Background: an optimization exercise with open tools, aiming at small area and a short achievable clock period. Do not read the settings as production practice. Function was checked by simulation only, so behaviour that the tests miss may differ from the original. Power is estimated from default activity; no workload was simulated.

$ cat design/flow/flow/run.sh
#!/bin/bash
set -euo pipefail
export BUFFER_PORTS_ARGS="-buffer_cell sky130_fd_sc_hd__buf_2"
export SETUP_MOVE_SEQUENCE="unbuffer,sizeup,swap"
bash standard.sh > standard.log 2>&1
$ cat design/flow/standard.sh
#!/bin/bash
# synth_recipe.tcl (not shown) runs the flow's synth.tcl, then flattens the netlist and writes it again
# the make line also repeats each setting of config.mk as NAME=value (left out here)
make -C /OpenROAD-flow-scripts/flow DESIGN_CONFIG=/design/flow/config.mk WORK_HOME=/design/flow/orfs CLKGATE_MAP_FILE= SYNTH_SCRIPT=/design/flow/synth_recipe.tcl "${@:-finish}"
$ cat design/flow/config.mk
export PLATFORM = sky130hd
export DESIGN_NAME = pe
export DESIGN_NICKNAME = pe
export VERILOG_FILES = /design/flow/design.v
export SDC_FILE = /design/flow/constraint.sdc
export NUM_CORES = 4
export LEC_CHECK = 0
export ABC_AREA = 1
export CAP_MARGIN = 20
export CORE_MARGIN = 2
export CORE_UTILIZATION = 40
export CTS_BUF_LIST = sky130_fd_sc_hd__clkbuf_8
export CTS_CLUSTER_SIZE = 30
export SETUP_SLACK_MARGIN = 3.8
export SLEW_MARGIN = 20
export SYNTH_HIERARCHICAL = 1
export TNS_END_PERCENT = 0
$ cat design/flow/constraint.sdc
create_clock -name core_clock -period 9.0 [get_ports {clk}]
set_input_delay 1.8000 -clock core_clock [delete_from_list [all_inputs] [get_ports {clk}]]
set_output_delay 1.8000 -clock core_clock [all_outputs]
set_load 0.01 [all_outputs]
$ cat design/flow/design.v
module pe (
    input wire clk,
    input wire rst,
    input wire [31:0] a,
    input wire [31:0] b,
    output wire [31:0] c
);
  reg [63:0] st;
  wire [32:0] bx = {b, 1'b0};
  wire [15:0] one, two, neg;
  genvar gi;
  generate
    for (gi = 0; gi < 16; gi = gi + 1) begin : enc
      assign one[gi] = bx[2*gi+1] ^ bx[2*gi];
      assign two[gi] = (bx[2*gi+2] & ~bx[2*gi+1] & ~bx[2*gi]) | (~bx[2*gi+2] & bx[2*gi+1] & bx[2*gi]);
      assign neg[gi] = bx[2*gi+2];
    end
  endgenerate
  wire [31:0] pp0;
  wire x0 = one[0] & a[0];
  wire e0 = neg[0] & ~x0;
  assign pp0[31:1] = ((a[31:1] & {31{one[0]}}) | (a[30:0] & {31{two[0]}})) ^ {31{neg[0]}};
  assign pp0[0] = x0;
  wire [29:0] pp1;
  wire x1 = one[1] & a[0];
  wire e1 = neg[1] & ~x1;
  assign pp1[29:1] = ((a[29:1] & {29{one[1]}}) | (a[28:0] & {29{two[1]}})) ^ {29{neg[1]}};
  assign pp1[0] = x1;
  wire [27:0] pp2;
  wire x2 = one[2] & a[0];
  wire e2 = neg[2] & ~x2;
  assign pp2[27:1] = ((a[27:1] & {27{one[2]}}) | (a[26:0] & {27{two[2]}})) ^ {27{neg[2]}};
  assign pp2[0] = x2;
  wire [25:0] pp3;
  wire x3 = one[3] & a[0];
  wire e3 = neg[3] & ~x3;
  assign pp3[25:1] = ((a[25:1] & {25{one[3]}}) | (a[24:0] & {25{two[3]}})) ^ {25{neg[3]}};
  assign pp3[0] = x3;
  wire [23:0] pp4;
  wire x4 = one[4] & a[0];
  wire e4 = neg[4] & ~x4;
  assign pp4[23:1] = ((a[23:1] & {23{one[4]}}) | (a[22:0] & {23{two[4]}})) ^ {23{neg[4]}};
  assign pp4[0] = x4;
  wire [21:0] pp5;
  wire x5 = one[5] & a[0];
  wire e5 = neg[5] & ~x5;
  assign pp5[21:1] = ((a[21:1] & {21{one[5]}}) | (a[20:0] & {21{two[5]}})) ^ {21{neg[5]}};
  assign pp5[0] = x5;
  wire [19:0] pp6;
  wire x6 = one[6] & a[0];
  wire e6 = neg[6] & ~x6;
  assign pp6[19:1] = ((a[19:1] & {19{one[6]}}) | (a[18:0] & {19{two[6]}})) ^ {19{neg[6]}};
  assign pp6[0] = x6;
  wire [17:0] pp7;
  wire x7 = one[7] & a[0];
  wire e7 = neg[7] & ~x7;
  assign pp7[17:1] = ((a[17:1] & {17{one[7]}}) | (a[16:0] & {17{two[7]}})) ^ {17{neg[7]}};
  assign pp7[0] = x7;
  wire [15:0] pp8;
  wire x8 = one[8] & a[0];
  wire e8 = neg[8] & ~x8;
  assign pp8[15:1] = ((a[15:1] & {15{one[8]}}) | (a[14:0] & {15{two[8]}})) ^ {15{neg[8]}};
  assign pp8[0] = x8;
  wire [13:0] pp9;
  wire x9 = one[9] & a[0];
  wire e9 = neg[9] & ~x9;
  assign pp9[13:1] = ((a[13:1] & {13{one[9]}}) | (a[12:0] & {13{two[9]}})) ^ {13{neg[9]}};
  assign pp9[0] = x9;
  wire [11:0] pp10;
  wire x10 = one[10] & a[0];
  wire e10 = neg[10] & ~x10;
  assign pp10[11:1] = ((a[11:1] & {11{one[10]}}) | (a[10:0] & {11{two[10]}})) ^ {11{neg[10]}};
  assign pp10[0] = x10;
  wire [9:0] pp11;
  wire x11 = one[11] & a[0];
  wire e11 = neg[11] & ~x11;
  assign pp11[9:1] = ((a[9:1] & {9{one[11]}}) | (a[8:0] & {9{two[11]}})) ^ {9{neg[11]}};
  assign pp11[0] = x11;
  wire [7:0] pp12;
  wire x12 = one[12] & a[0];
  wire e12 = neg[12] & ~x12;
  assign pp12[7:1] = ((a[7:1] & {7{one[12]}}) | (a[6:0] & {7{two[12]}})) ^ {7{neg[12]}};
  assign pp12[0] = x12;
  wire [5:0] pp13;
  wire x13 = one[13] & a[0];
  wire e13 = neg[13] & ~x13;
  assign pp13[5:1] = ((a[5:1] & {5{one[13]}}) | (a[4:0] & {5{two[13]}})) ^ {5{neg[13]}};
  assign pp13[0] = x13;
  wire [3:0] pp14;
  wire x14 = one[14] & a[0];
  wire e14 = neg[14] & ~x14;
  assign pp14[3:1] = ((a[3:1] & {3{one[14]}}) | (a[2:0] & {3{two[14]}})) ^ {3{neg[14]}};
  assign pp14[0] = x14;
  wire [1:0] pp15;
  wire x15 = one[15] & a[0];
  wire e15 = neg[15] & ~x15;
  assign pp15[1:1] = ((a[1:1] & {1{one[15]}}) | (a[0:0] & {1{two[15]}})) ^ {1{neg[15]}};
  assign pp15[0] = x15;
  wire s1, k2;
  ha u1 (.a(st[0]), .b(x0), .s(s1), .co(k2));
  wire s3, k4;
  fa u3 (.a(st[1]), .b(e0), .c(pp0[1]), .s(s3), .co(k4));
  wire s5, k6;
  ha u5 (.a(k2), .b(s3), .s(s5), .co(k6));
  wire s7, k8;
  fa u7 (.a(st[2]), .b(pp0[2]), .c(x1), .s(s7), .co(k8));
  wire s9, k10;
  fa u9 (.a(k4), .b(s7), .c(k6), .s(s9), .co(k10));
  wire s11, k12;
  fa u11 (.a(st[3]), .b(e1), .c(pp0[3]), .s(s11), .co(k12));
  wire s13, k14;
  fa u13 (.a(pp1[1]), .b(k8), .c(s11), .s(s13), .co(k14));
  wire s15, k16;
  ha u15 (.a(s13), .b(k10), .s(s15), .co(k16));
  wire s17, k18;
  fa u17 (.a(st[4]), .b(pp0[4]), .c(pp1[2]), .s(s17), .co(k18));
  wire s19, k20;
  fa u19 (.a(x2), .b(k12), .c(s17), .s(s19), .co(k20));
  wire s21, k22;
  fa u21 (.a(k14), .b(s19), .c(k16), .s(s21), .co(k22));
  wire s23, k24;
  fa u23 (.a(st[5]), .b(e2), .c(pp0[5]), .s(s23), .co(k24));
  wire s25, k26;
  fa u25 (.a(pp1[3]), .b(pp2[1]), .c(k18), .s(s25), .co(k26));
  wire s27, k28;
  fa u27 (.a(s23), .b(k20), .c(s25), .s(s27), .co(k28));
  wire s29, k30;
  ha u29 (.a(s27), .b(k22), .s(s29), .co(k30));
  wire s31, k32;
  fa u31 (.a(st[6]), .b(pp0[6]), .c(pp1[4]), .s(s31), .co(k32));
  wire s33, k34;
  fa u33 (.a(pp2[2]), .b(x3), .c(k24), .s(s33), .co(k34));
  wire s35, k36;
  fa u35 (.a(s31), .b(k26), .c(s33), .s(s35), .co(k36));
  wire s37, k38;
  fa u37 (.a(k28), .b(s35), .c(k30), .s(s37), .co(k38));
  wire s39, k40;
  fa u39 (.a(st[7]), .b(st[8]), .c(e3), .s(s39), .co(k40));
  wire s41, k42;
  fa u41 (.a(pp0[7]), .b(pp1[5]), .c(pp2[3]), .s(s41), .co(k42));
  wire s43, k44;
  fa u43 (.a(pp3[1]), .b(s39), .c(k32), .s(s43), .co(k44));
  wire s45, k46;
  fa u45 (.a(s41), .b(k34), .c(s43), .s(s45), .co(k46));
  wire s47, k48;
  ha u47 (.a(k36), .b(s45), .s(s47), .co(k48));
  wire s49, k50;
  fa u49 (.a(st[9]), .b(pp0[8]), .c(pp1[6]), .s(s49), .co(k50));
  wire s51, k52;
  fa u51 (.a(pp2[4]), .b(pp3[2]), .c(x4), .s(s51), .co(k52));
  wire s53, k54;
  fa u53 (.a(k40), .b(k42), .c(s49), .s(s53), .co(k54));
  wire s55, k56;
  fa u55 (.a(s51), .b(k44), .c(s53), .s(s55), .co(k56));
  wire s57, k58;
  fa u57 (.a(k46), .b(s55), .c(k48), .s(s57), .co(k58));
  wire s59, k60;
  fa u59 (.a(st[10]), .b(e4), .c(pp0[9]), .s(s59), .co(k60));
  wire s61, k62;
  fa u61 (.a(pp1[7]), .b(pp2[5]), .c(pp3[3]), .s(s61), .co(k62));
  wire s63, k64;
  fa u63 (.a(pp4[1]), .b(k50), .c(k52), .s(s63), .co(k64));
  wire s65, k66;
  fa u65 (.a(s59), .b(s61), .c(k54), .s(s65), .co(k66));
  wire s67, k68;
  fa u67 (.a(s63), .b(k56), .c(s65), .s(s67), .co(k68));
  wire s69, k70;
  ha u69 (.a(s67), .b(k58), .s(s69), .co(k70));
  wire s71, k72;
  fa u71 (.a(st[11]), .b(st[12]), .c(pp0[10]), .s(s71), .co(k72));
  wire s73, k74;
  fa u73 (.a(pp1[8]), .b(pp2[6]), .c(pp3[4]), .s(s73), .co(k74));
  wire s75, k76;
  fa u75 (.a(pp4[2]), .b(x5), .c(k60), .s(s75), .co(k76));
  wire s77, k78;
  fa u77 (.a(k62), .b(s71), .c(s73), .s(s77), .co(k78));
  wire s79, k80;
  fa u79 (.a(k64), .b(s75), .c(s77), .s(s79), .co(k80));
  wire s81, k82;
  fa u81 (.a(k66), .b(s79), .c(k68), .s(s81), .co(k82));
  wire s83, k84;
  fa u83 (.a(st[13]), .b(st[14]), .c(e5), .s(s83), .co(k84));
  wire s85, k86;
  fa u85 (.a(pp0[11]), .b(pp1[9]), .c(pp2[7]), .s(s85), .co(k86));
  wire s87, k88;
  fa u87 (.a(pp3[5]), .b(pp4[3]), .c(pp5[1]), .s(s87), .co(k88));
  wire s89, k90;
  fa u89 (.a(s83), .b(k72), .c(k74), .s(s89), .co(k90));
  wire s91, k92;
  fa u91 (.a(s85), .b(s87), .c(k76), .s(s91), .co(k92));
  wire s93, k94;
  fa u93 (.a(s89), .b(k78), .c(s91), .s(s93), .co(k94));
  wire s95, k96;
  ha u95 (.a(k80), .b(s93), .s(s95), .co(k96));
  wire s97, k98;
  fa u97 (.a(st[15]), .b(pp0[12]), .c(pp1[10]), .s(s97), .co(k98));
  wire s99, k100;
  fa u99 (.a(pp2[8]), .b(pp3[6]), .c(pp4[4]), .s(s99), .co(k100));
  wire s101, k102;
  fa u101 (.a(pp5[2]), .b(x6), .c(k84), .s(s101), .co(k102));
  wire s103, k104;
  fa u103 (.a(k86), .b(k88), .c(s97), .s(s103), .co(k104));
  wire s105, k106;
  fa u105 (.a(s99), .b(s101), .c(k90), .s(s105), .co(k106));
  wire s107, k108;
  fa u107 (.a(s103), .b(k92), .c(s105), .s(s107), .co(k108));
  wire s109, k110;
  fa u109 (.a(k94), .b(s107), .c(k96), .s(s109), .co(k110));
  wire s111, k112;
  fa u111 (.a(st[16]), .b(st[17]), .c(e6), .s(s111), .co(k112));
  wire s113, k114;
  fa u113 (.a(pp0[13]), .b(pp1[11]), .c(pp2[9]), .s(s113), .co(k114));
  wire s115, k116;
  fa u115 (.a(pp3[7]), .b(pp4[5]), .c(pp5[3]), .s(s115), .co(k116));
  wire s117, k118;
  fa u117 (.a(pp6[1]), .b(s111), .c(k98), .s(s117), .co(k118));
  wire s119, k120;
  fa u119 (.a(k100), .b(s113), .c(s115), .s(s119), .co(k120));
  wire s121, k122;
  fa u121 (.a(k102), .b(k104), .c(s117), .s(s121), .co(k122));
  wire s123, k124;
  fa u123 (.a(s119), .b(k106), .c(s121), .s(s123), .co(k124));
  wire s125, k126;
  ha u125 (.a(k108), .b(s123), .s(s125), .co(k126));
  wire s127, k128;
  fa u127 (.a(st[18]), .b(st[19]), .c(pp0[14]), .s(s127), .co(k128));
  wire s129, k130;
  fa u129 (.a(pp1[12]), .b(pp2[10]), .c(pp3[8]), .s(s129), .co(k130));
  wire s131, k132;
  fa u131 (.a(pp4[6]), .b(pp5[4]), .c(pp6[2]), .s(s131), .co(k132));
  wire s133, k134;
  fa u133 (.a(x7), .b(k112), .c(k114), .s(s133), .co(k134));
  wire s135, k136;
  fa u135 (.a(k116), .b(s127), .c(s129), .s(s135), .co(k136));
  wire s137, k138;
  fa u137 (.a(s131), .b(k118), .c(s133), .s(s137), .co(k138));
  wire s139, k140;
  fa u139 (.a(k120), .b(s135), .c(k122), .s(s139), .co(k140));
  wire s141, k142;
  fa u141 (.a(s137), .b(s139), .c(k124), .s(s141), .co(k142));
  wire s143, k144;
  fa u143 (.a(st[20]), .b(st[21]), .c(e7), .s(s143), .co(k144));
  wire s145, k146;
  fa u145 (.a(pp0[15]), .b(pp1[13]), .c(pp2[11]), .s(s145), .co(k146));
  wire s147, k148;
  fa u147 (.a(pp3[9]), .b(pp4[7]), .c(pp5[5]), .s(s147), .co(k148));
  wire s149, k150;
  fa u149 (.a(pp6[3]), .b(pp7[1]), .c(s143), .s(s149), .co(k150));
  wire s151, k152;
  fa u151 (.a(k128), .b(k130), .c(k132), .s(s151), .co(k152));
  wire s153, k154;
  fa u153 (.a(s145), .b(s147), .c(s149), .s(s153), .co(k154));
  wire s155, k156;
  fa u155 (.a(k134), .b(k136), .c(s151), .s(s155), .co(k156));
  wire s157, k158;
  fa u157 (.a(s153), .b(k138), .c(s155), .s(s157), .co(k158));
  wire s159, k160;
  ha u159 (.a(k140), .b(s157), .s(s159), .co(k160));
  wire s161, k162;
  fa u161 (.a(st[22]), .b(st[23]), .c(pp0[16]), .s(s161), .co(k162));
  wire s163, k164;
  fa u163 (.a(pp1[14]), .b(pp2[12]), .c(pp3[10]), .s(s163), .co(k164));
  wire s165, k166;
  fa u165 (.a(pp4[8]), .b(pp5[6]), .c(pp6[4]), .s(s165), .co(k166));
  wire s167, k168;
  fa u167 (.a(pp7[2]), .b(x8), .c(k144), .s(s167), .co(k168));
  wire s169, k170;
  fa u169 (.a(k146), .b(k148), .c(s161), .s(s169), .co(k170));
  wire s171, k172;
  fa u171 (.a(s163), .b(s165), .c(k150), .s(s171), .co(k172));
  wire s173, k174;
  fa u173 (.a(s167), .b(k152), .c(s169), .s(s173), .co(k174));
  wire s175, k176;
  fa u175 (.a(k154), .b(s171), .c(k156), .s(s175), .co(k176));
  wire s177, k178;
  fa u177 (.a(s173), .b(k158), .c(s175), .s(s177), .co(k178));
  wire s179, k180;
  fa u179 (.a(st[24]), .b(st[25]), .c(e8), .s(s179), .co(k180));
  wire s181, k182;
  fa u181 (.a(pp0[17]), .b(pp1[15]), .c(pp2[13]), .s(s181), .co(k182));
  wire s183, k184;
  fa u183 (.a(pp3[11]), .b(pp4[9]), .c(pp5[7]), .s(s183), .co(k184));
  wire s185, k186;
  fa u185 (.a(pp6[5]), .b(pp7[3]), .c(pp8[1]), .s(s185), .co(k186));
  wire s187, k188;
  fa u187 (.a(s179), .b(k162), .c(k164), .s(s187), .co(k188));
  wire s189, k190;
  fa u189 (.a(k166), .b(s181), .c(s183), .s(s189), .co(k190));
  wire s191, k192;
  fa u191 (.a(s185), .b(k168), .c(k170), .s(s191), .co(k192));
  wire s193, k194;
  fa u193 (.a(s187), .b(s189), .c(k172), .s(s193), .co(k194));
  wire s195, k196;
  fa u195 (.a(k174), .b(s191), .c(s193), .s(s195), .co(k196));
  wire s197, k198;
  ha u197 (.a(k176), .b(s195), .s(s197), .co(k198));
  wire s199, k200;
  fa u199 (.a(st[26]), .b(st[27]), .c(pp0[18]), .s(s199), .co(k200));
  wire s201, k202;
  fa u201 (.a(pp1[16]), .b(pp2[14]), .c(pp3[12]), .s(s201), .co(k202));
  wire s203, k204;
  fa u203 (.a(pp4[10]), .b(pp5[8]), .c(pp6[6]), .s(s203), .co(k204));
  wire s205, k206;
  fa u205 (.a(pp7[4]), .b(pp8[2]), .c(x9), .s(s205), .co(k206));
  wire s207, k208;
  fa u207 (.a(k180), .b(k182), .c(k184), .s(s207), .co(k208));
  wire s209, k210;
  fa u209 (.a(k186), .b(s199), .c(s201), .s(s209), .co(k210));
  wire s211, k212;
  fa u211 (.a(s203), .b(s205), .c(k188), .s(s211), .co(k212));
  wire s213, k214;
  fa u213 (.a(k190), .b(s207), .c(s209), .s(s213), .co(k214));
  wire s215, k216;
  fa u215 (.a(k192), .b(s211), .c(k194), .s(s215), .co(k216));
  wire s217, k218;
  fa u217 (.a(s213), .b(k196), .c(s215), .s(s217), .co(k218));
  wire s219, k220;
  fa u219 (.a(st[28]), .b(st[29]), .c(st[30]), .s(s219), .co(k220));
  wire s221, k222;
  fa u221 (.a(s219), .b(e9), .c(pp0[19]), .s(s221), .co(k222));
  wire s223, k224;
  fa u223 (.a(pp1[17]), .b(pp2[15]), .c(pp3[13]), .s(s223), .co(k224));
  wire s225, k226;
  fa u225 (.a(pp4[11]), .b(pp5[9]), .c(pp6[7]), .s(s225), .co(k226));
  wire s227, k228;
  fa u227 (.a(pp7[5]), .b(pp8[3]), .c(pp9[1]), .s(s227), .co(k228));
  wire s229, k230;
  fa u229 (.a(k200), .b(k202), .c(k204), .s(s229), .co(k230));
  wire s231, k232;
  fa u231 (.a(k206), .b(s221), .c(s223), .s(s231), .co(k232));
  wire s233, k234;
  fa u233 (.a(s225), .b(s227), .c(k208), .s(s233), .co(k234));
  wire s235, k236;
  fa u235 (.a(k210), .b(s229), .c(s231), .s(s235), .co(k236));
  wire s237, k238;
  fa u237 (.a(k212), .b(s233), .c(k214), .s(s237), .co(k238));
  wire s239, k240;
  ha u239 (.a(s235), .b(k216), .s(s239), .co(k240));
  wire s241, k242;
  fa u241 (.a(st[31]), .b(st[32]), .c(k220), .s(s241), .co(k242));
  wire s243, k244;
  fa u243 (.a(s241), .b(pp0[20]), .c(pp1[18]), .s(s243), .co(k244));
  wire s245, k246;
  fa u245 (.a(pp2[16]), .b(pp3[14]), .c(pp4[12]), .s(s245), .co(k246));
  wire s247, k248;
  fa u247 (.a(pp5[10]), .b(pp6[8]), .c(pp7[6]), .s(s247), .co(k248));
  wire s249, k250;
  fa u249 (.a(pp8[4]), .b(pp9[2]), .c(x10), .s(s249), .co(k250));
  wire s251, k252;
  fa u251 (.a(k222), .b(k224), .c(k226), .s(s251), .co(k252));
  wire s253, k254;
  fa u253 (.a(k228), .b(s243), .c(s245), .s(s253), .co(k254));
  wire s255, k256;
  fa u255 (.a(s247), .b(s249), .c(k230), .s(s255), .co(k256));
  wire s257, k258;
  fa u257 (.a(k232), .b(s251), .c(s253), .s(s257), .co(k258));
  wire s259, k260;
  fa u259 (.a(k234), .b(s255), .c(k236), .s(s259), .co(k260));
  wire s261, k262;
  fa u261 (.a(s257), .b(k238), .c(s259), .s(s261), .co(k262));
  wire s263, k264;
  fa u263 (.a(st[33]), .b(st[34]), .c(st[35]), .s(s263), .co(k264));
  wire s265, k266;
  fa u265 (.a(s263), .b(k242), .c(e10), .s(s265), .co(k266));
  wire s267, k268;
  fa u267 (.a(pp0[21]), .b(pp10[1]), .c(pp1[19]), .s(s267), .co(k268));
  wire s269, k270;
  fa u269 (.a(pp2[17]), .b(pp3[15]), .c(pp4[13]), .s(s269), .co(k270));
  wire s271, k272;
  fa u271 (.a(pp5[11]), .b(pp6[9]), .c(pp7[7]), .s(s271), .co(k272));
  wire s273, k274;
  fa u273 (.a(pp8[5]), .b(pp9[3]), .c(s265), .s(s273), .co(k274));
  wire s275, k276;
  fa u275 (.a(k244), .b(k246), .c(k248), .s(s275), .co(k276));
  wire s277, k278;
  fa u277 (.a(k250), .b(s267), .c(s269), .s(s277), .co(k278));
  wire s279, k280;
  fa u279 (.a(s271), .b(s273), .c(k252), .s(s279), .co(k280));
  wire s281, k282;
  fa u281 (.a(k254), .b(s275), .c(s277), .s(s281), .co(k282));
  wire s283, k284;
  fa u283 (.a(k256), .b(s279), .c(k258), .s(s283), .co(k284));
  wire s285, k286;
  ha u285 (.a(s281), .b(k260), .s(s285), .co(k286));
  wire s287, k288;
  fa u287 (.a(st[36]), .b(st[37]), .c(k264), .s(s287), .co(k288));
  wire s289, k290;
  fa u289 (.a(s287), .b(pp0[22]), .c(pp10[2]), .s(s289), .co(k290));
  wire s291, k292;
  fa u291 (.a(pp1[20]), .b(pp2[18]), .c(pp3[16]), .s(s291), .co(k292));
  wire s293, k294;
  fa u293 (.a(pp4[14]), .b(pp5[12]), .c(pp6[10]), .s(s293), .co(k294));
  wire s295, k296;
  fa u295 (.a(pp7[8]), .b(pp8[6]), .c(pp9[4]), .s(s295), .co(k296));
  wire s297, k298;
  fa u297 (.a(x11), .b(k266), .c(k268), .s(s297), .co(k298));
  wire s299, k300;
  fa u299 (.a(k270), .b(k272), .c(s289), .s(s299), .co(k300));
  wire s301, k302;
  fa u301 (.a(s291), .b(s293), .c(s295), .s(s301), .co(k302));
  wire s303, k304;
  fa u303 (.a(k274), .b(k276), .c(s297), .s(s303), .co(k304));
  wire s305, k306;
  fa u305 (.a(k278), .b(s299), .c(s301), .s(s305), .co(k306));
  wire s307, k308;
  fa u307 (.a(k280), .b(s303), .c(k282), .s(s307), .co(k308));
  wire s309, k310;
  fa u309 (.a(s305), .b(k284), .c(s307), .s(s309), .co(k310));
  wire s311, k312;
  fa u311 (.a(st[38]), .b(st[39]), .c(st[40]), .s(s311), .co(k312));
  wire s313, k314;
  fa u313 (.a(s311), .b(k288), .c(e11), .s(s313), .co(k314));
  wire s315, k316;
  fa u315 (.a(pp0[23]), .b(pp10[3]), .c(pp11[1]), .s(s315), .co(k316));
  wire s317, k318;
  fa u317 (.a(pp1[21]), .b(pp2[19]), .c(pp3[17]), .s(s317), .co(k318));
  wire s319, k320;
  fa u319 (.a(pp4[15]), .b(pp5[13]), .c(pp6[11]), .s(s319), .co(k320));
  wire s321, k322;
  fa u321 (.a(pp7[9]), .b(pp8[7]), .c(pp9[5]), .s(s321), .co(k322));
  wire s323, k324;
  fa u323 (.a(s313), .b(k290), .c(k292), .s(s323), .co(k324));
  wire s325, k326;
  fa u325 (.a(k294), .b(k296), .c(s315), .s(s325), .co(k326));
  wire s327, k328;
  fa u327 (.a(s317), .b(s319), .c(s321), .s(s327), .co(k328));
  wire s329, k330;
  fa u329 (.a(k298), .b(k300), .c(s323), .s(s329), .co(k330));
  wire s331, k332;
  fa u331 (.a(k302), .b(s325), .c(s327), .s(s331), .co(k332));
  wire s333, k334;
  fa u333 (.a(k304), .b(s329), .c(k306), .s(s333), .co(k334));
  wire s335, k336;
  ha u335 (.a(s331), .b(k308), .s(s335), .co(k336));
  wire s337, k338;
  fa u337 (.a(st[41]), .b(st[42]), .c(k312), .s(s337), .co(k338));
  wire s339, k340;
  fa u339 (.a(s337), .b(pp0[24]), .c(pp10[4]), .s(s339), .co(k340));
  wire s341, k342;
  fa u341 (.a(pp11[2]), .b(pp1[22]), .c(pp2[20]), .s(s341), .co(k342));
  wire s343, k344;
  fa u343 (.a(pp3[18]), .b(pp4[16]), .c(pp5[14]), .s(s343), .co(k344));
  wire s345, k346;
  fa u345 (.a(pp6[12]), .b(pp7[10]), .c(pp8[8]), .s(s345), .co(k346));
  wire s347, k348;
  fa u347 (.a(pp9[6]), .b(x12), .c(k314), .s(s347), .co(k348));
  wire s349, k350;
  fa u349 (.a(k316), .b(k318), .c(k320), .s(s349), .co(k350));
  wire s351, k352;
  fa u351 (.a(k322), .b(s339), .c(s341), .s(s351), .co(k352));
  wire s353, k354;
  fa u353 (.a(s343), .b(s345), .c(s347), .s(s353), .co(k354));
  wire s355, k356;
  fa u355 (.a(k324), .b(k326), .c(s349), .s(s355), .co(k356));
  wire s357, k358;
  fa u357 (.a(k328), .b(s351), .c(s353), .s(s357), .co(k358));
  wire s359, k360;
  fa u359 (.a(k330), .b(s355), .c(k332), .s(s359), .co(k360));
  wire s361, k362;
  fa u361 (.a(s357), .b(k334), .c(s359), .s(s361), .co(k362));
  wire s363, k364;
  fa u363 (.a(st[43]), .b(st[44]), .c(st[45]), .s(s363), .co(k364));
  wire s365, k366;
  fa u365 (.a(s363), .b(k338), .c(e12), .s(s365), .co(k366));
  wire s367, k368;
  fa u367 (.a(pp0[25]), .b(pp10[5]), .c(pp11[3]), .s(s367), .co(k368));
  wire s369, k370;
  fa u369 (.a(pp12[1]), .b(pp1[23]), .c(pp2[21]), .s(s369), .co(k370));
  wire s371, k372;
  fa u371 (.a(pp3[19]), .b(pp4[17]), .c(pp5[15]), .s(s371), .co(k372));
  wire s373, k374;
  fa u373 (.a(pp6[13]), .b(pp7[11]), .c(pp8[9]), .s(s373), .co(k374));
  wire s375, k376;
  fa u375 (.a(pp9[7]), .b(s365), .c(k340), .s(s375), .co(k376));
  wire s377, k378;
  fa u377 (.a(k342), .b(k344), .c(k346), .s(s377), .co(k378));
  wire s379, k380;
  fa u379 (.a(s367), .b(s369), .c(s371), .s(s379), .co(k380));
  wire s381, k382;
  fa u381 (.a(s373), .b(k348), .c(k350), .s(s381), .co(k382));
  wire s383, k384;
  fa u383 (.a(s375), .b(k352), .c(s377), .s(s383), .co(k384));
  wire s385, k386;
  fa u385 (.a(s379), .b(k354), .c(k356), .s(s385), .co(k386));
  wire s387, k388;
  fa u387 (.a(s381), .b(s383), .c(k358), .s(s387), .co(k388));
  wire s389, k390;
  ha u389 (.a(s385), .b(k360), .s(s389), .co(k390));
  wire s391, k392;
  fa u391 (.a(st[46]), .b(st[47]), .c(st[48]), .s(s391), .co(k392));
  wire s393, k394;
  fa u393 (.a(k364), .b(s391), .c(pp0[26]), .s(s393), .co(k394));
  wire s395, k396;
  fa u395 (.a(pp10[6]), .b(pp11[4]), .c(pp12[2]), .s(s395), .co(k396));
  wire s397, k398;
  fa u397 (.a(pp1[24]), .b(pp2[22]), .c(pp3[20]), .s(s397), .co(k398));
  wire s399, k400;
  fa u399 (.a(pp4[18]), .b(pp5[16]), .c(pp6[14]), .s(s399), .co(k400));
  wire s401, k402;
  fa u401 (.a(pp7[12]), .b(pp8[10]), .c(pp9[8]), .s(s401), .co(k402));
  wire s403, k404;
  fa u403 (.a(x13), .b(k366), .c(k368), .s(s403), .co(k404));
  wire s405, k406;
  fa u405 (.a(k370), .b(k372), .c(k374), .s(s405), .co(k406));
  wire s407, k408;
  fa u407 (.a(s393), .b(s395), .c(s397), .s(s407), .co(k408));
  wire s409, k410;
  fa u409 (.a(s399), .b(s401), .c(k376), .s(s409), .co(k410));
  wire s411, k412;
  fa u411 (.a(k378), .b(s403), .c(s405), .s(s411), .co(k412));
  wire s413, k414;
  fa u413 (.a(k380), .b(s407), .c(k382), .s(s413), .co(k414));
  wire s415, k416;
  fa u415 (.a(s409), .b(k384), .c(s411), .s(s415), .co(k416));
  wire s417, k418;
  fa u417 (.a(k386), .b(s413), .c(s415), .s(s417), .co(k418));
  wire s419, k420;
  fa u419 (.a(st[49]), .b(st[50]), .c(st[51]), .s(s419), .co(k420));
  wire s421, k422;
  fa u421 (.a(k392), .b(s419), .c(e13), .s(s421), .co(k422));
  wire s423, k424;
  fa u423 (.a(pp0[27]), .b(pp10[7]), .c(pp11[5]), .s(s423), .co(k424));
  wire s425, k426;
  fa u425 (.a(pp12[3]), .b(pp13[1]), .c(pp1[25]), .s(s425), .co(k426));
  wire s427, k428;
  fa u427 (.a(pp2[23]), .b(pp3[21]), .c(pp4[19]), .s(s427), .co(k428));
  wire s429, k430;
  fa u429 (.a(pp5[17]), .b(pp6[15]), .c(pp7[13]), .s(s429), .co(k430));
  wire s431, k432;
  fa u431 (.a(pp8[11]), .b(pp9[9]), .c(s421), .s(s431), .co(k432));
  wire s433, k434;
  fa u433 (.a(k394), .b(k396), .c(k398), .s(s433), .co(k434));
  wire s435, k436;
  fa u435 (.a(k400), .b(k402), .c(s423), .s(s435), .co(k436));
  wire s437, k438;
  fa u437 (.a(s425), .b(s427), .c(s429), .s(s437), .co(k438));
  wire s439, k440;
  fa u439 (.a(s431), .b(k404), .c(k406), .s(s439), .co(k440));
  wire s441, k442;
  fa u441 (.a(k408), .b(s433), .c(s435), .s(s441), .co(k442));
  wire s443, k444;
  fa u443 (.a(s437), .b(k410), .c(k412), .s(s443), .co(k444));
  wire s445, k446;
  fa u445 (.a(s439), .b(s441), .c(k414), .s(s445), .co(k446));
  wire s447, k448;
  ha u447 (.a(k416), .b(s443), .s(s447), .co(k448));
  wire s449, k450;
  fa u449 (.a(st[52]), .b(st[53]), .c(st[54]), .s(s449), .co(k450));
  wire s451, k452;
  fa u451 (.a(k420), .b(s449), .c(pp0[28]), .s(s451), .co(k452));
  wire s453, k454;
  fa u453 (.a(pp10[8]), .b(pp11[6]), .c(pp12[4]), .s(s453), .co(k454));
  wire s455, k456;
  fa u455 (.a(pp13[2]), .b(pp1[26]), .c(pp2[24]), .s(s455), .co(k456));
  wire s457, k458;
  fa u457 (.a(pp3[22]), .b(pp4[20]), .c(pp5[18]), .s(s457), .co(k458));
  wire s459, k460;
  fa u459 (.a(pp6[16]), .b(pp7[14]), .c(pp8[12]), .s(s459), .co(k460));
  wire s461, k462;
  fa u461 (.a(pp9[10]), .b(x14), .c(k422), .s(s461), .co(k462));
  wire s463, k464;
  fa u463 (.a(k424), .b(k426), .c(k428), .s(s463), .co(k464));
  wire s465, k466;
  fa u465 (.a(k430), .b(s451), .c(s453), .s(s465), .co(k466));
  wire s467, k468;
  fa u467 (.a(s455), .b(s457), .c(s459), .s(s467), .co(k468));
  wire s469, k470;
  fa u469 (.a(k432), .b(s461), .c(k434), .s(s469), .co(k470));
  wire s471, k472;
  fa u471 (.a(k436), .b(s463), .c(k438), .s(s471), .co(k472));
  wire s473, k474;
  fa u473 (.a(s465), .b(s467), .c(k440), .s(s473), .co(k474));
  wire s475, k476;
  fa u475 (.a(s469), .b(k442), .c(s471), .s(s475), .co(k476));
  wire s477, k478;
  fa u477 (.a(k444), .b(s473), .c(s475), .s(s477), .co(k478));
  wire s479, k480;
  fa u479 (.a(st[55]), .b(st[56]), .c(st[57]), .s(s479), .co(k480));
  wire s481, k482;
  fa u481 (.a(k450), .b(s479), .c(e14), .s(s481), .co(k482));
  wire s483, k484;
  fa u483 (.a(pp0[29]), .b(pp10[9]), .c(pp11[7]), .s(s483), .co(k484));
  wire s485, k486;
  fa u485 (.a(pp12[5]), .b(pp13[3]), .c(pp14[1]), .s(s485), .co(k486));
  wire s487, k488;
  fa u487 (.a(pp1[27]), .b(pp2[25]), .c(pp3[23]), .s(s487), .co(k488));
  wire s489, k490;
  fa u489 (.a(pp4[21]), .b(pp5[19]), .c(pp6[17]), .s(s489), .co(k490));
  wire s491, k492;
  fa u491 (.a(pp7[15]), .b(pp8[13]), .c(pp9[11]), .s(s491), .co(k492));
  wire s493, k494;
  fa u493 (.a(s481), .b(k452), .c(k454), .s(s493), .co(k494));
  wire s495, k496;
  fa u495 (.a(k456), .b(k458), .c(k460), .s(s495), .co(k496));
  wire s497, k498;
  fa u497 (.a(s483), .b(s485), .c(s487), .s(s497), .co(k498));
  wire s499, k500;
  fa u499 (.a(s489), .b(s491), .c(k462), .s(s499), .co(k500));
  wire s501, k502;
  fa u501 (.a(k464), .b(s493), .c(k466), .s(s501), .co(k502));
  wire s503, k504;
  fa u503 (.a(s495), .b(k468), .c(s497), .s(s503), .co(k504));
  wire s505, k506;
  fa u505 (.a(s499), .b(k470), .c(k472), .s(s505), .co(k506));
  wire s507, k508;
  fa u507 (.a(s501), .b(s503), .c(k474), .s(s507), .co(k508));
  wire s509, k510;
  ha u509 (.a(s505), .b(k476), .s(s509), .co(k510));
  wire s511, k512;
  fa u511 (.a(st[58]), .b(st[59]), .c(st[60]), .s(s511), .co(k512));
  wire s513, k514;
  fa u513 (.a(k480), .b(s511), .c(pp0[30]), .s(s513), .co(k514));
  wire s515, k516;
  fa u515 (.a(pp10[10]), .b(pp11[8]), .c(pp12[6]), .s(s515), .co(k516));
  wire s517, k518;
  fa u517 (.a(pp13[4]), .b(pp14[2]), .c(pp1[28]), .s(s517), .co(k518));
  wire s519, k520;
  fa u519 (.a(pp2[26]), .b(pp3[24]), .c(pp4[22]), .s(s519), .co(k520));
  wire s521, k522;
  fa u521 (.a(pp5[20]), .b(pp6[18]), .c(pp7[16]), .s(s521), .co(k522));
  wire s523, k524;
  fa u523 (.a(pp8[14]), .b(pp9[12]), .c(x15), .s(s523), .co(k524));
  wire s525, k526;
  fa u525 (.a(k482), .b(k484), .c(k486), .s(s525), .co(k526));
  wire s527, k528;
  fa u527 (.a(k488), .b(k490), .c(k492), .s(s527), .co(k528));
  wire s529, k530;
  fa u529 (.a(s513), .b(s515), .c(s517), .s(s529), .co(k530));
  wire s531, k532;
  fa u531 (.a(s519), .b(s521), .c(s523), .s(s531), .co(k532));
  wire s533, k534;
  fa u533 (.a(k494), .b(k496), .c(s525), .s(s533), .co(k534));
  wire s535, k536;
  fa u535 (.a(s527), .b(k498), .c(k500), .s(s535), .co(k536));
  wire s537, k538;
  fa u537 (.a(s529), .b(s531), .c(k502), .s(s537), .co(k538));
  wire s539, k540;
  fa u539 (.a(s533), .b(k504), .c(s535), .s(s539), .co(k540));
  wire s541, k542;
  fa u541 (.a(k506), .b(s537), .c(s539), .s(s541), .co(k542));
  wire s543, k544;
  fa u543 (.a(st[61]), .b(st[62]), .c(st[63]), .s(s543), .co(k544));
  wire s545, k546;
  fa u545 (.a(k512), .b(s543), .c(e15), .s(s545), .co(k546));
  wire s547, k548;
  fa u547 (.a(pp0[31]), .b(pp10[11]), .c(pp11[9]), .s(s547), .co(k548));
  wire s549, k550;
  fa u549 (.a(pp12[7]), .b(pp13[5]), .c(pp14[3]), .s(s549), .co(k550));
  wire s551, k552;
  fa u551 (.a(pp15[1]), .b(pp1[29]), .c(pp2[27]), .s(s551), .co(k552));
  wire s553, k554;
  fa u553 (.a(pp3[25]), .b(pp4[23]), .c(pp5[21]), .s(s553), .co(k554));
  wire s555, k556;
  fa u555 (.a(pp6[19]), .b(pp7[17]), .c(pp8[15]), .s(s555), .co(k556));
  wire s557, k558;
  fa u557 (.a(pp9[13]), .b(s545), .c(k514), .s(s557), .co(k558));
  wire s559, k560;
  fa u559 (.a(k516), .b(k518), .c(k520), .s(s559), .co(k560));
  wire s561, k562;
  fa u561 (.a(k522), .b(k524), .c(s547), .s(s561), .co(k562));
  wire s563, k564;
  fa u563 (.a(s549), .b(s551), .c(s553), .s(s563), .co(k564));
  wire s565, k566;
  fa u565 (.a(s555), .b(k526), .c(k528), .s(s565), .co(k566));
  wire s567, k568;
  fa u567 (.a(s557), .b(k530), .c(s559), .s(s567), .co(k568));
  wire s569, k570;
  fa u569 (.a(k532), .b(s561), .c(s563), .s(s569), .co(k570));
  wire s571, k572;
  fa u571 (.a(k534), .b(s565), .c(k536), .s(s571), .co(k572));
  wire s573, k574;
  fa u573 (.a(s567), .b(s569), .c(k538), .s(s573), .co(k574));
  wire s575, k576;
  ha u575 (.a(s571), .b(k540), .s(s575), .co(k576));
  wire [63:0] nx;
  assign nx[0] = s1;
  assign nx[1] = s5;
  assign nx[2] = s9;
  assign nx[3] = s15;
  assign nx[4] = s21;
  assign nx[5] = s29;
  assign nx[6] = s37;
  assign nx[7] = s47;
  assign nx[8] = k38;
  assign nx[9] = s57;
  assign nx[10] = s69;
  assign nx[11] = k70;
  assign nx[12] = s81;
  assign nx[13] = s95;
  assign nx[14] = k82;
  assign nx[15] = s109;
  assign nx[16] = s125;
  assign nx[17] = k110;
  assign nx[18] = k126;
  assign nx[19] = s141;
  assign nx[20] = k142;
  assign nx[21] = s159;
  assign nx[22] = k160;
  assign nx[23] = s177;
  assign nx[24] = k178;
  assign nx[25] = s197;
  assign nx[26] = k198;
  assign nx[27] = s217;
  assign nx[28] = s237;
  assign nx[29] = s239;
  assign nx[30] = k218;
  assign nx[31] = k240;
  assign nx[32] = s261;
  assign nx[33] = s283;
  assign nx[34] = s285;
  assign nx[35] = k262;
  assign nx[36] = k286;
  assign nx[37] = s309;
  assign nx[38] = s333;
  assign nx[39] = s335;
  assign nx[40] = k310;
  assign nx[41] = k336;
  assign nx[42] = s361;
  assign nx[43] = s387;
  assign nx[44] = s389;
  assign nx[45] = k362;
  assign nx[46] = k388;
  assign nx[47] = k390;
  assign nx[48] = s417;
  assign nx[49] = s445;
  assign nx[50] = s447;
  assign nx[51] = k418;
  assign nx[52] = k446;
  assign nx[53] = k448;
  assign nx[54] = s477;
  assign nx[55] = s507;
  assign nx[56] = s509;
  assign nx[57] = k478;
  assign nx[58] = k508;
  assign nx[59] = k510;
  assign nx[60] = s541;
  assign nx[61] = s573;
  assign nx[62] = s575;
  assign nx[63] = k542;
  always @(posedge clk or posedge rst) begin
    if (rst)
      st <= 64'd0;
    else
      st <= nx;
  end
  assign c[0] = st[0];
  assign c[1] = st[1];
  assign c[2] = st[2];
  assign c[3] = st[3];
  assign c[4] = st[4];
  assign c[5] = st[5];
  assign c[6] = st[6];
  wire s100001, k100002;
  fa u100001 (.a(st[28]), .b(st[29]), .c(st[30]), .s(s100001), .co(k100002));
  wire s100003, k100004;
  fa u100003 (.a(st[31]), .b(st[32]), .c(k100002), .s(s100003), .co(k100004));
  wire s100005, k100006;
  fa u100005 (.a(st[33]), .b(st[34]), .c(st[35]), .s(s100005), .co(k100006));
  wire s100007, k100008;
  fa u100007 (.a(st[36]), .b(st[37]), .c(k100006), .s(s100007), .co(k100008));
  wire s100009, k100010;
  fa u100009 (.a(st[38]), .b(st[39]), .c(st[40]), .s(s100009), .co(k100010));
  wire s100011, k100012;
  fa u100011 (.a(st[41]), .b(st[42]), .c(k100010), .s(s100011), .co(k100012));
  wire s100013, k100014;
  fa u100013 (.a(st[43]), .b(st[44]), .c(st[45]), .s(s100013), .co(k100014));
  wire s100015, k100016;
  fa u100015 (.a(st[46]), .b(st[47]), .c(st[48]), .s(s100015), .co(k100016));
  wire s100017, k100018;
  fa u100017 (.a(st[49]), .b(st[50]), .c(st[51]), .s(s100017), .co(k100018));
  wire s100019, k100020;
  fa u100019 (.a(st[52]), .b(st[53]), .c(st[54]), .s(s100019), .co(k100020));
  wire s100021, k100022;
  fa u100021 (.a(st[55]), .b(st[56]), .c(st[57]), .s(s100021), .co(k100022));
  wire s100023, k100024;
  fa u100023 (.a(st[58]), .b(st[59]), .c(st[60]), .s(s100023), .co(k100024));
  wire s100025, k100026;
  fa u100025 (.a(st[61]), .b(st[62]), .c(st[63]), .s(s100025), .co(k100026));
  wire [24:0] ax = {k100024, k100022, k100020, k100018, k100016, k100014, s100013, s100011, s100009, s100007, s100005, s100003, s100001, st[26], st[24], st[22], st[20], st[18], st[16], st[15], st[13], st[11], st[10], st[9], st[7]};
  wire [24:0] bxx = {s100025, s100023, s100021, s100019, s100017, s100015, k100012, 1'b0, k100008, 1'b0, k100004, 1'b0, 1'b0, st[27], st[25], st[23], st[21], st[19], st[17], 1'b0, st[14], st[12], 1'b0, 1'b0, st[8]};
  wire [24:0] p0 = ax ^ bxx;
  wire [24:0] g0 = ax & bxx;
  wire bg1 = g0[1] | (p0[1] & g0[0]);
  wire bg2 = g0[3] | (p0[3] & g0[2]);
  wire bp2 = p0[3] & p0[2];
  wire bg3 = g0[5] | (p0[5] & g0[4]);
  wire bp3 = p0[5] & p0[4];
  wire bg4 = g0[7] | (p0[7] & g0[6]);
  wire bp4 = p0[7] & p0[6];
  wire bg5 = g0[9] | (p0[9] & g0[8]);
  wire bp5 = p0[9] & p0[8];
  wire bg6 = g0[11] | (p0[11] & g0[10]);
  wire bp6 = p0[11] & p0[10];
  wire bg7 = g0[13] | (p0[13] & g0[12]);
  wire bp7 = p0[13] & p0[12];
  wire bg8 = g0[15] | (p0[15] & g0[14]);
  wire bp8 = p0[15] & p0[14];
  wire bg9 = g0[17] | (p0[17] & g0[16]);
  wire bp9 = p0[17] & p0[16];
  wire bg10 = g0[19] | (p0[19] & g0[18]);
  wire bp10 = p0[19] & p0[18];
  wire bg11 = g0[21] | (p0[21] & g0[20]);
  wire bp11 = p0[21] & p0[20];
  wire bg12 = g0[23] | (p0[23] & g0[22]);
  wire bp12 = p0[23] & p0[22];
  wire bg13 = bg2 | (bp2 & bg1);
  wire bg14 = bg4 | (bp4 & bg3);
  wire bp14 = bp4 & bp3;
  wire bg15 = bg6 | (bp6 & bg5);
  wire bp15 = bp6 & bp5;
  wire bg16 = bg8 | (bp8 & bg7);
  wire bp16 = bp8 & bp7;
  wire bg17 = bg10 | (bp10 & bg9);
  wire bp17 = bp10 & bp9;
  wire bg18 = bg12 | (bp12 & bg11);
  wire bp18 = bp12 & bp11;
  wire bg19 = bg14 | (bp14 & bg13);
  wire bg20 = bg16 | (bp16 & bg15);
  wire bp20 = bp16 & bp15;
  wire bg21 = bg18 | (bp18 & bg17);
  wire bp21 = bp18 & bp17;
  wire bg22 = bg20 | (bp20 & bg19);
  wire bg23 = bg21 | (bp21 & bg22);
  wire bg24 = bg15 | (bp15 & bg19);
  wire bg25 = bg17 | (bp17 & bg22);
  wire bg26 = bg3 | (bp3 & bg13);
  wire bg27 = bg5 | (bp5 & bg19);
  wire bg28 = bg7 | (bp7 & bg24);
  wire bg29 = bg9 | (bp9 & bg22);
  wire bg30 = bg11 | (bp11 & bg25);
  wire bg31 = g0[2] | (p0[2] & bg1);
  wire bg32 = g0[4] | (p0[4] & bg13);
  wire bg33 = g0[6] | (p0[6] & bg26);
  wire bg34 = g0[8] | (p0[8] & bg19);
  wire bg35 = g0[10] | (p0[10] & bg27);
  wire bg36 = g0[12] | (p0[12] & bg24);
  wire bg37 = g0[14] | (p0[14] & bg28);
  wire bg38 = g0[16] | (p0[16] & bg22);
  wire bg39 = g0[18] | (p0[18] & bg29);
  wire bg40 = g0[20] | (p0[20] & bg25);
  wire bg41 = g0[22] | (p0[22] & bg30);
  wire bg42 = g0[24] | (p0[24] & bg23);
  assign c[7] = p0[0];
  assign c[8] = p0[1] ^ g0[0];
  assign c[9] = p0[2] ^ bg1;
  assign c[10] = p0[3] ^ bg31;
  assign c[11] = p0[4] ^ bg13;
  assign c[12] = p0[5] ^ bg32;
  assign c[13] = p0[6] ^ bg26;
  assign c[14] = p0[7] ^ bg33;
  assign c[15] = p0[8] ^ bg19;
  assign c[16] = p0[9] ^ bg34;
  assign c[17] = p0[10] ^ bg27;
  assign c[18] = p0[11] ^ bg35;
  assign c[19] = p0[12] ^ bg24;
  assign c[20] = p0[13] ^ bg36;
  assign c[21] = p0[14] ^ bg28;
  assign c[22] = p0[15] ^ bg37;
  assign c[23] = p0[16] ^ bg22;
  assign c[24] = p0[17] ^ bg38;
  assign c[25] = p0[18] ^ bg29;
  assign c[26] = p0[19] ^ bg39;
  assign c[27] = p0[20] ^ bg25;
  assign c[28] = p0[21] ^ bg40;
  assign c[29] = p0[22] ^ bg30;
  assign c[30] = p0[23] ^ bg41;
  assign c[31] = p0[24] ^ bg23;
endmodule
module fa (
    input wire a,
    input wire b,
    input wire c,
    output wire s,
    output wire co
);
  assign s = a ^ b ^ c;
  assign co = (a & b) | (a & c) | (b & c);
endmodule
module ha (
    input wire a,
    input wire b,
    output wire s,
    output wire co
);
  assign s = a ^ b;
  assign co = a & b;
endmodule
==> impl_metrics.ini, run 1 <==
[synth]
synth_top_area_share_pct = 42.8
synth-xor-area-share_pct = 17.1
synth_compound_area_share_pct = 14.0
synthTopCellsByArea = fa_1 (43%), xor2_1 (17%), dfrtp_1 (12%)
synthCells = 1297
seq_area_frac_synth_pct = 11.7
synthMuxAreaShare_pct = 0
synth_edf_count = 0
ys_async_sr_fraction_pct = 100
synth_seq_cells = 64
synth_nets = 1693
ys_warn_count = 7
synth-simple-area-share_pct = 3.73
synth_fa_ha_area_share_pct = 46.1
synth_area_mm2 = 0.0137
avgSynthCellArea_um2 = 10.6
synthDistinctLibCells = 30
yosysTopAreaCell = fa_1
ys.flop_type = dfrtp_1
synth_top_family_by_area = adder cells

[final_layout]
fin_area_mm2 = 0.0146
finalNetCount = 1690
final_core_util_pct = 43.4
top_register = st
insertedDiodeCount = 0
final_cell_mix = fa_1 (288), xor2_1 (263), o22ai_1 (236)
syn_to_final_growth_pct = 6.44
mostFrequentLayoutCell = fa_1
drive_gt1_share_pct = 14.3
layoutNonFillerInstCount = 1746
reg_top3 = st: 64 flops
largest_reg_flops = 64

[timing]
worst_slew_pin_slew_ns = 1.06
rsz0062_at_grt = yes
slew_headroom_pct = 29.2
fmax_mhz = 180
maxSlewViolCount = 0
fin_tns_setup_ns = 0
skew_ns = 0.0145
finalHoldViolCount = 0
period_share_pct = 61.6
setup_viol = 0
min_period_ns = 5.54

[clock_tree]
ctsHoldBuffers = 0
clock_path_buffers = 2
cts.clk_slew.worst_paths_ns = 0.08
cts.sinks = 64
tritoncts = done
clock-root-buffer = clkbuf_8
post_cts.repair.setup_buffers = 0
htreeDepth = 3
numCtsBuffers = 9
clock_latency_ns = 0.41

[die]
die_h_um = 189
start_util_pct = 40.8
coreArea_mm2 = 0.0336
ioPinCount = 98
die-area_mm2 = 0.0358
core.rowCount = 67
die_w_um = 189

[critical_path]
critPathBufInv = 2
end_kind = register
critPathMaxStageDelay_ns = 0.77
critPathMaxFanout = 34
crit_slowest_cell = a21oi_4
critPathRequiredTime_ns = 9.28
crit_chain = buf_2 -> buf_12 -> nor2_2 -> a21oi_4 -> o22ai_1 -> xor2_1 -> fa_1 -> fa_1 -> fa_1 -> fa_1 -> fa_1
worst_path_dominant_cell_family = adder cells
cpMostUsedCell = fa_1
path_class = primary input to register
arrival_ns = 5.82
startpoint_type = primary input

[global_route]
grt_antenna_before_repair = 0
grt_max_degree = 65
grt_first_pass_wirelength_um = 66500
globalRouteOverflowTotal = 0
grt_pass1_vias = 10900
grt_usage_pct = 24.6

[drt]
met3_length_um = 3890
met1Wirelength_um = 17800
highest_layer = met4
totalWireLength_um = 42000
viasPerCell = 5.89
vias = 10300
drc = 0
dr_wl_met2_um = 19100
drt_pass1_iterations = 5
postRouteAntennaNets = 0
wl_per_cell_um = 24.1
drtIter0Drc = 959

[place]
gp_congestion = 0.899
placed_cell_area_mm2 = 0.0142
dp_hpwl_um = 30000
numPortBuffers = 97
dp.cells = 1731

[power]
power_uw = 7410
leakagePower_uw = 0.00625
power_density_mw_per_mm2 = 508
ir_drop_v = 0.000297

[outcome]
status = timing/DRC/antenna clean

[hold_path]
hp-class = register to register

[run]
maxCapViolations = 0
worst register-to-register path: cells and delay by family (launching register included):
family	cells	cell delay [ns]
fa+ha+maj	7	3.41
flops	1	0.42
synthesized netlist by cell type, types with 20 or more instances:
cell and number:
buf_4 23, inv_1 79, o21ai_0 20, fa_1 293
o22ai_1 244, nand2_1 58, buf_2 63, xor2_1 264
clkbuf_1 30, ha_1 37, nor2_1 45, dfrtp_1 64
cells by family (layout without fill, tap and decap cells):
logic type      Yosys count  after routing
xor+xnor                268            268
flops                    64             64
fa+ha+maj               330            330
buf+inv                 215            216
compound gates          296            296
simple gates            124            124
report_power, final:
part | switching (uW) | total [uW] | internal [uW]
sequential | 169 | 799 | 630
clock | 136 | 284 | 148
combinational | 3430 | 6330 | 2900
total | 3730 | 7410 | 3680
final cells by class:
type	instances	area (um^2)
fillers	3240	19000
multi-input cells	1018	11200
flip-flops and latches	64	1600
repair buffers	111	646
well taps	448	561
inverters	90	343
clock buffers	12	165
clock inverters	3	40.0
modules after synthesis, one instance, submodules excluded:
module	cells inside	times used	flops+latches
fa	1	284	0
ha	1	17	0
pe	996	1	64
metrics by stage:
| stage | hold WS, ns | setup WS (ns) |
|---|---|---|
| after floorplan | 0.480 | 3.80 |
| after global placement | 0.519 | 2.16 |
| after CTS | 0.535 | 3.56 |
| after detailed placement | 0.517 | 1.88 |
| after global routing | 0.553 | 3.32 |
| final | 0.525 | 3.46 |
final timing paths:
check / from / endpoint / slack [ns] / cells after the start
worst max-delay path: b[3] / st[48] / 3.46 / 11
worst min-delay path: st[0] / st[0] / 0.52 / 1
worst max register to register: st[33] / st[42] / 5.07 / 7
worst min register to register: st[0] / st[0] / 0.52 / 1
max in group asynchronous: rst / st[27] / 6.75 / 3
min in group asynchronous: rst / st[1] / 1.67 / 3
per-layer routing:
layer	up-vias	global-route usage (%)
met5	-	0
met4	0	7.90
met3	74	5.73
met2	551	37.1
met1	5370	35.0
li1	4285	-
what timing repair did:
item / in CTS / in global routing
pin swaps: 6 / 7
gates resized for setup: 38 / 9
endpoints found under the setup margin: 69 / 60
hold endpoints to repair: 0 / 0
==> inputs of run 2 (changes only) <==
==> design/flow/flow/run.sh (replaced) <==
#!/bin/bash
set -euo pipefail
export BUFFER_PORTS_ARGS="-buffer_cell sky130_fd_sc_hd__buf_2"
bash standard.sh > standard.log 2>&1
--- a/design/flow/config.mk
+++ b/design/flow/config.mk
@@ -12,6 +12,5 @@
 export CTS_BUF_LIST = sky130_fd_sc_hd__clkbuf_8
 export CTS_CLUSTER_SIZE = 30
-export SETUP_SLACK_MARGIN = 3.8
+export SETUP_SLACK_MARGIN = 3.6
 export SLEW_MARGIN = 20
 export SYNTH_HIERARCHICAL = 1
-export TNS_END_PERCENT = 0
==> run 2 against run 1 <==
  * Clock skew down 0.0052 ns
  * Setup slack better by 0.18 ns
  * Core utilization up 0.69 points
  * Sequential cell count unchanged
  * Worst hold slack better by 0.0012 ns
  * Critical path depth unchanged
  * Sequential share of layout area down 0.17 points
  * Via count up 0.43%
  * Critical endpoint is now st[42]
  * Largest power group unchanged
==> impl_metrics.ini, run 2 <==
[drt]
totalWireLength_um = 42700
viasPerCell = 5.84
drtIter0Drc = 977
wl_per_cell_um = 24.2
postRouteAntennaNets = 0
vias = 10300
drt_pass1_iterations = 5
drc = 0

[final_layout]
drive_gt1_share_pct = 14.9
top_register = st
final_core_util_pct = 44.1
finalNetCount = 1708
mostFrequentLayoutCell = fa_1
largest_reg_flops = 64
reg_top3 = st: 64 flops
syn_to_final_growth_pct = 8.13
final_cell_mix = fa_1 (292), xor2_1 (264), o22ai_1 (244)

[timing]
period_share_pct = 59.5
fin_tns_setup_ns = 0
skew_ns = 0.00929
setup_viol = 0
maxSlewViolCount = 0
fmax_mhz = 187
min_period_ns = 5.36
rsz0062_at_grt = no
finalHoldViolCount = 0
slew_headroom_pct = 32.8
worst_slew_pin_slew_ns = 1.01

[clock_tree]
numCtsBuffers = 9
tritoncts = done
clock-root-buffer = clkbuf_8
clock_latency_ns = 0.39
cts.sinks = 64
cts.clk_slew.worst_paths_ns = 0.09
ctsHoldBuffers = 0
clock_path_buffers = 2
htreeDepth = 3

[critical_path]
critPathMaxStageDelay_ns = 0.53
r2r_slack_ns = 5.04
critPathMaxFanout = 33
arrival_ns = 5.62
crit_chain = buf_8 -> nand2_1 -> nor2_4 -> a21oi_2 -> o22ai_1 -> xor2_1 -> fa_1 -> fa_1 -> fa_1 -> fa_1 -> fa_1
cpMostUsedCell = fa_1
startpoint_type = primary input
reg2regPathDepth = 8
r2r-start = st[28]
end_kind = register
critPathRequiredTime_ns = 9.26
path_class = primary input to register
crit_slowest_cell = fa_1
regToRegEndpoint = st[37]

[power]
power_density_mw_per_mm2 = 506
leakagePower_uw = 0.00634
ir_drop_v = 0.000260

[synth]
ys_async_sr_fraction_pct = 100
ys_top_cells_by_count = fa_1 (293), xor2_1 (264), o22ai_1 (244)
seq_area_frac_synth_pct = 11.7
synthCells = 1297
synth_edf_count = 0
avgSynthCellArea_um2 = 10.6
synth_seq_cells = 64
synthTopCellsByArea = fa_1 (43%), xor2_1 (17%), dfrtp_1 (12%)
synth.most_common_cell = fa_1
synth_area_mm2 = 0.0137
synthDistinctLibCells = 30
ys.flop_type = dfrtp_1
synth_nets = 1693
ys_warn_count = 7
yosysTopAreaCell = fa_1
synth_top_area_share_pct = 42.8

[die]
start_util_pct = 40.8
die-area_mm2 = 0.0358
die_h_um = 189
coreArea_mm2 = 0.0336
core.rowCount = 67
ioPinCount = 98
die_w_um = 189

[global_route]
grt_first_pass_wirelength_um = 65200
grt_max_degree = 65
grt_antenna_before_repair = 1
grt_usage_pct = 24.2
grt_pass1_vias = 10700
globalRouteOverflowTotal = 0

[outcome]
status = timing/DRC/antenna clean

[place]
gp_congestion = 0.862
dp_hpwl_um = 30000
numPortBuffers = 97

[hold_path]
hp-class = register to register
hold_depth = 1
hold_end = st[0]
min-delay-start = st[0]

[run]
maxCapViolations = 0
==> run 2: modules after synthesis, one instance, submodules excluded <==
module	cells inside	area, um^2	copies in the design
fa	1	20.0	284
pe	996	7820	1
ha	1	12.5	17
==> run 2: cell families after synthesis <==
| group | synth area share (%) |
|---|---|
| compound gates | 14.0 |
| flops | 11.7 |
| simple gates | 3.73 |
| fa+ha+maj | 46.1 |
| buf+inv | 7.36 |
| xor+xnor | 17.1 |
==> run 2: metal layers <==
layer / part of all wire, % / vias to the layer above / track usage (%) / wire (um)
li1: - / 4329 / - / -
met1: 41 / 5282 / 33.4 / 17500
met2: 45 / 636 / 37.1 / 19300
met3: 11 / 77 / 6.30 / 4560
met4: 3.2 / 0 / 7.90 / 1380
met5: 0 / - / 0 / 0
==> run 2: power by group <==
| part | internal (uW) | switching (uW) | total, uW |
|---|---|---|---|
| sequential | 630 | 162 | 792 |
| combinational | 2940 | 3480 | 6420 |
| clock | 131 | 152 | 283 |
| total | 3700 | 3800 | 7500 |
==> run 2: what timing repair did <==
item / CTS / global route
buffers inserted: 9 / 6
pin swaps: 4 / 3
resized for setup: 34 / 27
gates cloned: 2 / 2
setup endpoints to repair: 61 / 27
==> run 2: metrics by stage <==
stage / instance area [um^2] / setup WS, ns / hold WS [ns] / total power [uW] / cells
finish: 14800 / 3.64 / 0.526 / 7500 / 1767
global route: 14800 / 3.55 / 0.545 / 8510 / 1765
CTS: 14600 / 3.60 / 0.547 / 7620 / 1757
detailed placement: 14200 / 2.18 / 0.527 / 7220 / 1730
global placement: 14200 / 2.34 / 0.521 / 7070 / 1730
floorplan: 13700 / 3.78 / 0.480 / 5230 / 1297
==> run 2: area by class of cell <==
class | instances | area (um^2)
Sequential cell | 64 | 1600
Fill cell | 3161 | 18800
Clock inverter | 7 | 80.1
Tap cell | 448 | 561
Timing Repair Buffer | 125 | 828
Multi-Input combinational cell | 1021 | 11300
Timing Repair inverter | 1 | 5.00
Antenna cell | 2 | 5.00
Clock buffer | 9 | 124
Inverter | 90 | 343
==> run 2: worst max-delay path, delay by kind of cell <==
family,cells,cell delay (ns)
and+or+nand+nor,2,0.59
xor gates and xnor gates,1,0.21
buffers and inverters,1,0.30
AOI/OAI and AO/OA,2,0.35
adders and majority gates,5,2.37
==> run 2: how the worst max path moves through the flow <==
stage,start,slack [ns],endpoint
after CTS,b[0],3.60,st[42]
after floorplan,b[13],3.78,st[27]
after global routing,b[5],3.55,st[42]
after global placement,b[0],2.34,st[42]
final,b[5],3.64,st[42]
after detailed placement,b[0],2.18,st[42]
==> inputs of run 3 (changes only) <==
--- a/design/flow/config.mk
+++ b/design/flow/config.mk
@@ -15,2 +15,3 @@
 export SLEW_MARGIN = 20
 export SYNTH_HIERARCHICAL = 1
+export TNS_END_PERCENT = 0
==> run 3 against run 2 <==
  * Worst hold slack is essentially flat
  * Highest routed layer unchanged
  * Critical path type unchanged
  * Clock-buffer cell count is the same
  * Clock power is essentially flat
  * Maximum frequency grew 0.54%
  * Sequential cell count is the same
  * Critical path depth grew 1
  * Wire length shrank 0.90%
==> impl_metrics.ini, run 3 <==
[outcome]
status = timing/DRC/antenna clean

[critical_path]
startpoint_type = primary input
critPathRequiredTime_ns = 9.28
end_kind = register
critPathMaxFanout = 32
path_class = primary input to register
arrival_ns = 5.61

[clock_tree]
tritoncts = done
numCtsBuffers = 9
cts.sinks = 64
cts.clk_slew.worst_paths_ns = 0.09
clock_path_buffers = 2
htreeDepth = 3
clock_latency_ns = 0.39
clock-root-buffer = clkbuf_8

[place]
gp_congestion = 0.862
placed_cell_area_mm2 = 0.0142
numPortBuffers = 97
dp_hpwl_um = 30000

[die]
ioPinCount = 98
start_util_pct = 40.8
coreArea_mm2 = 0.0336
die_h_um = 189
die_w_um = 189
core.rowCount = 67
die-area_mm2 = 0.0358

[final_layout]
mostFrequentLayoutCell = fa_1
final_cell_mix = fa_1 (292), xor2_1 (264), o22ai_1 (244)
multi_input_area_mm2 = 0.0113
fin_area_mm2 = 0.0148
finalNetCount = 1705
largest_reg_flops = 64
seqCellArea_mm2 = 0.00160
nFillCells = 3166
reg_top3 = st: 64 flops
top_register = st
syn_to_final_growth_pct = 7.85
drive_gt1_share_pct = 14.6

[global_route]
grt_usage_pct = 24.1
grt_pass1_vias = 10700
globalRouteOverflowTotal = 0
grt_antenna_before_repair = 1
grt_max_degree = 65
grt_first_pass_wirelength_um = 65100

[synth]
synthDistinctLibCells = 30
ys.flop_type = dfrtp_1
seq_area_frac_synth_pct = 11.7
ys_async_sr_fraction_pct = 100
yosysTopAreaCell = fa_1
synth_area_mm2 = 0.0137
synth_edf_count = 0
synth_seq_cells = 64
avgSynthCellArea_um2 = 10.6
synth_top_area_share_pct = 42.8
ys_warn_count = 7
synth.most_common_cell = fa_1
synthTopCellsByArea = fa_1 (43%), xor2_1 (17%), dfrtp_1 (12%)
ys_top_cells_by_count = fa_1 (293), xor2_1 (264), o22ai_1 (244)
synth_nets = 1693
synthCells = 1297

[timing]
maxSlewViolCount = 0
fin_tns_setup_ns = 0
worst_slew_pin_slew_ns = 1.02
slew_headroom_pct = 31.7
rsz0062_at_grt = yes
min_period_ns = 5.33
setup_viol = 0
finalHoldViolCount = 0
period_share_pct = 59.2
fmax_mhz = 188
skew_ns = 0.00927

[drt]
totalWireLength_um = 42300
drc = 0
drtIter0Drc = 1042
viasPerCell = 5.81
postRouteAntennaNets = 0
vias = 10300
wl_per_cell_um = 24.0
drt_pass1_iterations = 5

[hold_path]
hp-class = register to register

[power]
leakagePower_uw = 0.00632
power_density_mw_per_mm2 = 506
ir_drop_v = 0.000260
power_uw = 7480

[run]
maxCapViolations = 0
run 3: worst paths after layout:
| path | startpoint | endpoint | slack (ns) | depth (start not counted) |
|---|---|---|---|---|
| min in group asynchronous | rst | st[1] | 1.65 | 3 |
| max in group asynchronous | rst | st[34] | 6.76 | 3 |
| max | b[7] | st[54] | 3.67 | 12 |
| max reg2reg | st[33] | st[42] | 5.05 | 7 |
| min | st[0] | st[0] | 0.53 | 1 |
| min reg2reg | st[0] | st[0] | 0.53 | 1 |
run 3: worst max-delay path, stage by stage:
cell	delay (ns)
clkbuf_8	0.26
nand2_1	0.21
nor2_1	0.07
a21oi_2	0.11
buf_4	0.31
o22ai_1	0.13
xor2_1	0.20
fa_1	0.49
fa_1	0.51
fa_1	0.59
fa_1	0.45
fa_1	0.44
run 3: cells by family after synthesis:
family	Yosys count	synth area share [%]
adder cells (fa/ha/maj)	330	46.1
AO/OA/AOI/OAI	296	14.0
XOR/XNOR	268	17.1
buffers and inverters	215	7.36
AND/OR/NAND/NOR	124	3.73
flip-flops	64	11.7
run 3: timing repair:
item / 4_1_cts / 5_1_grt
cloned: 2 / 2
endpoints found under the setup margin: 61 / 35
hold buffers: 0 / 0
pin swaps: 2 / 4
setup buffers: 2 / 9
gates resized for setup: 30 / 26
run 3: stage by stage:
step | hold WS [ns] | worst slack, ns | cells | utilization (%)
floorplan | 0.480 | 3.78 | 1297 | -
global placement | 0.521 | 2.34 | 1730 | 42.2
detailed placement | 0.527 | 2.18 | 1730 | 42.2
CTS | 0.547 | 3.52 | 1750 | 43.3
global route | 0.545 | 3.58 | 1762 | 44.0
finish | 0.526 | 3.67 | 1764 | 44.0
run 3: layout make-up:
| class | count | share of cell area (%) |
|---|---|---|
| well taps | 448 | 3.79 |
| repair buffers | 122 | 5.46 |
| flip-flops and latches | 64 | 10.8 |
| clock inverters | 7 | 0.541 |
| multi-input cells | 1021 | 76.2 |
| inverters | 90 | 2.31 |
| clock buffers | 9 | 0.837 |
| repair inverters | 1 | 0.0338 |
| diodes | 2 | 0.0338 |
run 3: per-module statistics from Yosys, one instance, submodules excluded:
module  flip-flops and latches  area [um^2]  times used  cells inside
pe                          64         7820           1           996
fa                           0         20.0         284             1
ha                           0         12.5          17             1
run 3: routing by layer:
layer  up-vias  track usage (%)  wire [um]
met5         -                0          0
li1       4333                -          -
met1      5241             33.4      17400
met4         0             9.13       1480
met2       586             36.3      19100
met3        91             6.27       4340
run 3: power breakdown:
| part | switching, uW | leakage (uW) | internal, uW |
|---|---|---|---|
| Combinational | 3470 | 0.00546 | 2940 |
| Sequential | 163 | 0.000761 | 630 |
| Clock | 151 | 0.0000964 | 131 |

## separate check: timing with driven ports
No port has a modelled driver above. Below, the same layouts with a new extraction and two added sets of constraints. Step 1: set_driving_cell puts a clkbuf_16 on clk and a buf_2 on each other input, an assumption about the parent block. Step 2, shift: input delay + t, output delay - t, t = (earliest + latest rising clock arrival at the registers) / 2. This alone moves slack from input paths to output paths. a / b / c = ideal ports / drivers / drivers and shift; a / b = the first two.
run	shift t [ns]	slack for setup (ns)	worst hold slack (ns)	latest minus earliest clock arrival (ns)	pins driven straight from the clock port
run 1	0.450	3.457 / 3.480 / 3.031	0.525 / 0.525 / 0.525	0.015 / 0.015	1
run 2	0.434	3.642 / 3.637 / 3.203	0.526 / 0.526 / 0.526	0.011 / 0.011	1
run 3	0.435	3.670 / 3.681 / 3.251	0.526 / 0.526 / 0.526	0.011 / 0.011	1
After both steps every run listed still meets setup and hold. For run 2, which loses most, drivers alone change the setup slack by -0.005 ns; drivers and shift together by -0.439 ns.
